This design comes from an exercise in tuning for a short achievable clock period and few clock cycles on the open sky130 flow, not from production work. In this exercise RTL edits were held to simulation tests only and were not proved equivalent to the original.

== the baseline ==
==> flow/design.v (excerpt) <==
module processor1(
	input  logic        clk,
	input  logic        rst,
	output logic [15:0] imem_addr,
	input  logic [17:0] imem_rdata,
	output logic [15:0] dmem_addr,
	output logic [15:0] dmem_wdata,
	output logic        dmem_we,
	input  logic [15:0] dmem_rdata
	);
	localparam logic [5:0] OP_ADD=6'h00, OP_SUB=6'h01, OP_LW=6'h02, OP_SW=6'h03,
		OP_AND=6'h04, OP_OR=6'h05, OP_NAND=6'h06, OP_NOR=6'h07, OP_XOR=6'h08,
		OP_XNOR=6'h09, OP_ANDN=6'h0a, OP_ORN=6'h0b, OP_NANDN=6'h0c, OP_NORN=6'h0d,
		OP_XNORN=6'h0e, OP_XORN=6'h0f, OP_SLT=6'h10, OP_BEQ=6'h11, OP_BNE=6'h12,
		OP_ADDI=6'h33, OP_MULT=6'h14, OP_DIV=6'h15, OP_MFHI=6'h16, OP_MFLO=6'h17,
		OP_ASR=6'h1a, OP_LSLV=6'h1b, OP_LSRV=6'h1c, OP_J=6'h1d, OP_JR=6'h1e,
		OP_MOD=6'h1f;
	logic [15:0] pc_f, pc_out;
	assign imem_addr = pc_out;
	logic [17:0] ir;
	logic [15:0] ir_pc;
	logic        ir_valid;
	logic        ir_pred;
	logic        use_hold;
	logic [17:0] h_ir;
	logic [15:0] h_pc;
	logic        h_pred;
	wire [17:0] e_ir    = use_hold ? h_ir : ir;
	wire [15:0] e_pc    = use_hold ? h_pc : ir_pc;
	wire        e_valid = use_hold | ir_valid;
	wire        e_pred  = use_hold ? h_pred : ir_pred;
	wire [5:0] op = e_ir[17:12];
	wire [3:0] ra = e_ir[11:8];
	wire [3:0] rb = e_ir[7:4];
	wire [3:0] rc = e_ir[3:0];
	wire [15:0] simm = {{12{rc[3]}}, rc};
	wire [15:0] zimm = {12'b0, rc};
	logic [15:0] rf [1:15];
	logic [15:0] hi, lo;
	logic        ld_m_valid;    
	logic [3:0]  ld_m_dst;
	logic        ld_w_valid;    
	logic [3:0]  ld_w_dst;
	logic [15:0] ldr;
	logic        d1_valid;
	logic        d1_mod;
	logic [3:0]  d1_dst;
	logic [7:0]  d1_a, d1_q;
	logic [15:0] d1_b, d1_r;
	wire [15:0] rf_a = (ra == 4'd0) ? 16'd0 : rf[ra];
	wire [15:0] rf_b = (rb == 4'd0) ? 16'd0 : rf[rb];
  ...
Settings: LEC_CHECK=0, CAP_MARGIN=20, CORE_MARGIN=2, CORE_UTILIZATION=40, SLEW_MARGIN=20, SYNTH_HIERARCHICAL=1, SYNTH_MINIMUM_KEEP_SIZE=0; clock period 135.0 ns.
standard.sh (not shown) runs the stock make flow with config.mk's settings and CLKGATE_MAP_FILE= SYNTH_SCRIPT=/design/flow/synth_recipe.tcl, a recipe that flattens the netlist after the stock synthesis.
==> flow/flow/run.sh <==
#!/bin/bash
set -euo pipefail
export BUFFER_PORTS_ARGS="-buffer_cell sky130_fd_sc_hd__buf_4"
export SETUP_SLACK_MARGIN=107
bash standard.sh > standard_flow.log 2>&1
Testbench counts of the baseline, summed over its fixed seeds: cycles 20,573.
## Diff of input files: the candidate against the baseline
--- a/flow/design.v
+++ b/flow/design.v
@@ -543,22 +543,23 @@
 	wire taken   = ((op == OP_BEQ) & eq) | ((op == OP_BNE) & ~eq);
 	wire br_miss = is_br & (taken != e_pred) & (rc != 4'd0);
 	wire redirect = e_go & (br_miss | (op == OP_JR));
 	wire [15:0] e_pc_inc = e_pc + 16'd1;
 	wire [15:0] redirect_pc = (op == OP_JR) ? A : (taken ? e_pc_inc + zimm : e_pc_inc);
 	logic [15:0] zk;
 	wire alu_zero = (alu == 16'd0);
+	wire rem_zero = (d1_rem == 16'd0);
 	wire ldr_zero = (ldr == 16'd0);
 	always_comb begin
 		zk[0] = 1'b1;
 		for (int i = 1; i < 16; i++) begin
 			if (e_we && e_wdst == i)
 				zk[i] = alu_zero;
 			else if (d1_valid && d1_mod && d1_dst == i)
-				zk[i] = 1'b0;
+				zk[i] = rem_zero;
 			else if (ld_w_valid && ld_w_dst == i)
 				zk[i] = ldr_zero;
 			else
 				zk[i] = (rf[i] == 16'd0);
 			if ((ld_m_valid && ld_m_dst == i) ||
 			    (e_go && op == OP_LW && rb == i) ||
 			    (e_go && op == OP_MOD && rc == i))
### Flow results
- Comparing the baseline and the candidate, the lower initial antenna violation count is on the baseline.
- Per the comparison of the candidate with the baseline, count of clock-buffer cells in the layout grew by 4, arrival time of the worst setup path grew by 27.68 ns, routed wire length shrank by 3300 µm, worst setup slack after layout shrank by 0.040 ns, final estimated routing congestion in global placement grew by 0.024.
- On post-placement cell count, the baseline tracks the candidate almost exactly.
Testbench counts of the candidate, summed over its fixed seeds: cycles 20,573.

[separate check: timing with driven ports]
No port has a modelled driver above. Below, the same layouts with a new extraction and two added sets of constraints.
Step 1: set_driving_cell puts a clkbuf_16 on clk and a buf_2 on each other input, an assumption about the parent block.
Step 2, shift: input delay + t, output delay - t, t = (earliest + latest rising clock arrival at the registers) / 2. This alone moves slack from input paths to output paths.
a / b / c = ideal ports / drivers / drivers and shift; a / b = the first two.
| run | t (ns) | slack for setup (ns) | hold WS [ns] | slew at the worst register clock pin (ns) |
|---|---|---|---|---|
| the baseline | 0.754 | 106.836 / 106.547 / 105.793 | 0.399 / 0.399 / 0.399 | 0.07 / 0.07 |
| the candidate | 0.757 | 106.796 / 106.502 / 105.745 | 0.423 / 0.423 / 0.423 | 0.07 / 0.07 |
After both steps every run listed still meets setup and hold. For the candidate, which loses most, drivers alone change the setup slack by -0.294 ns; drivers and shift together by -1.051 ns.
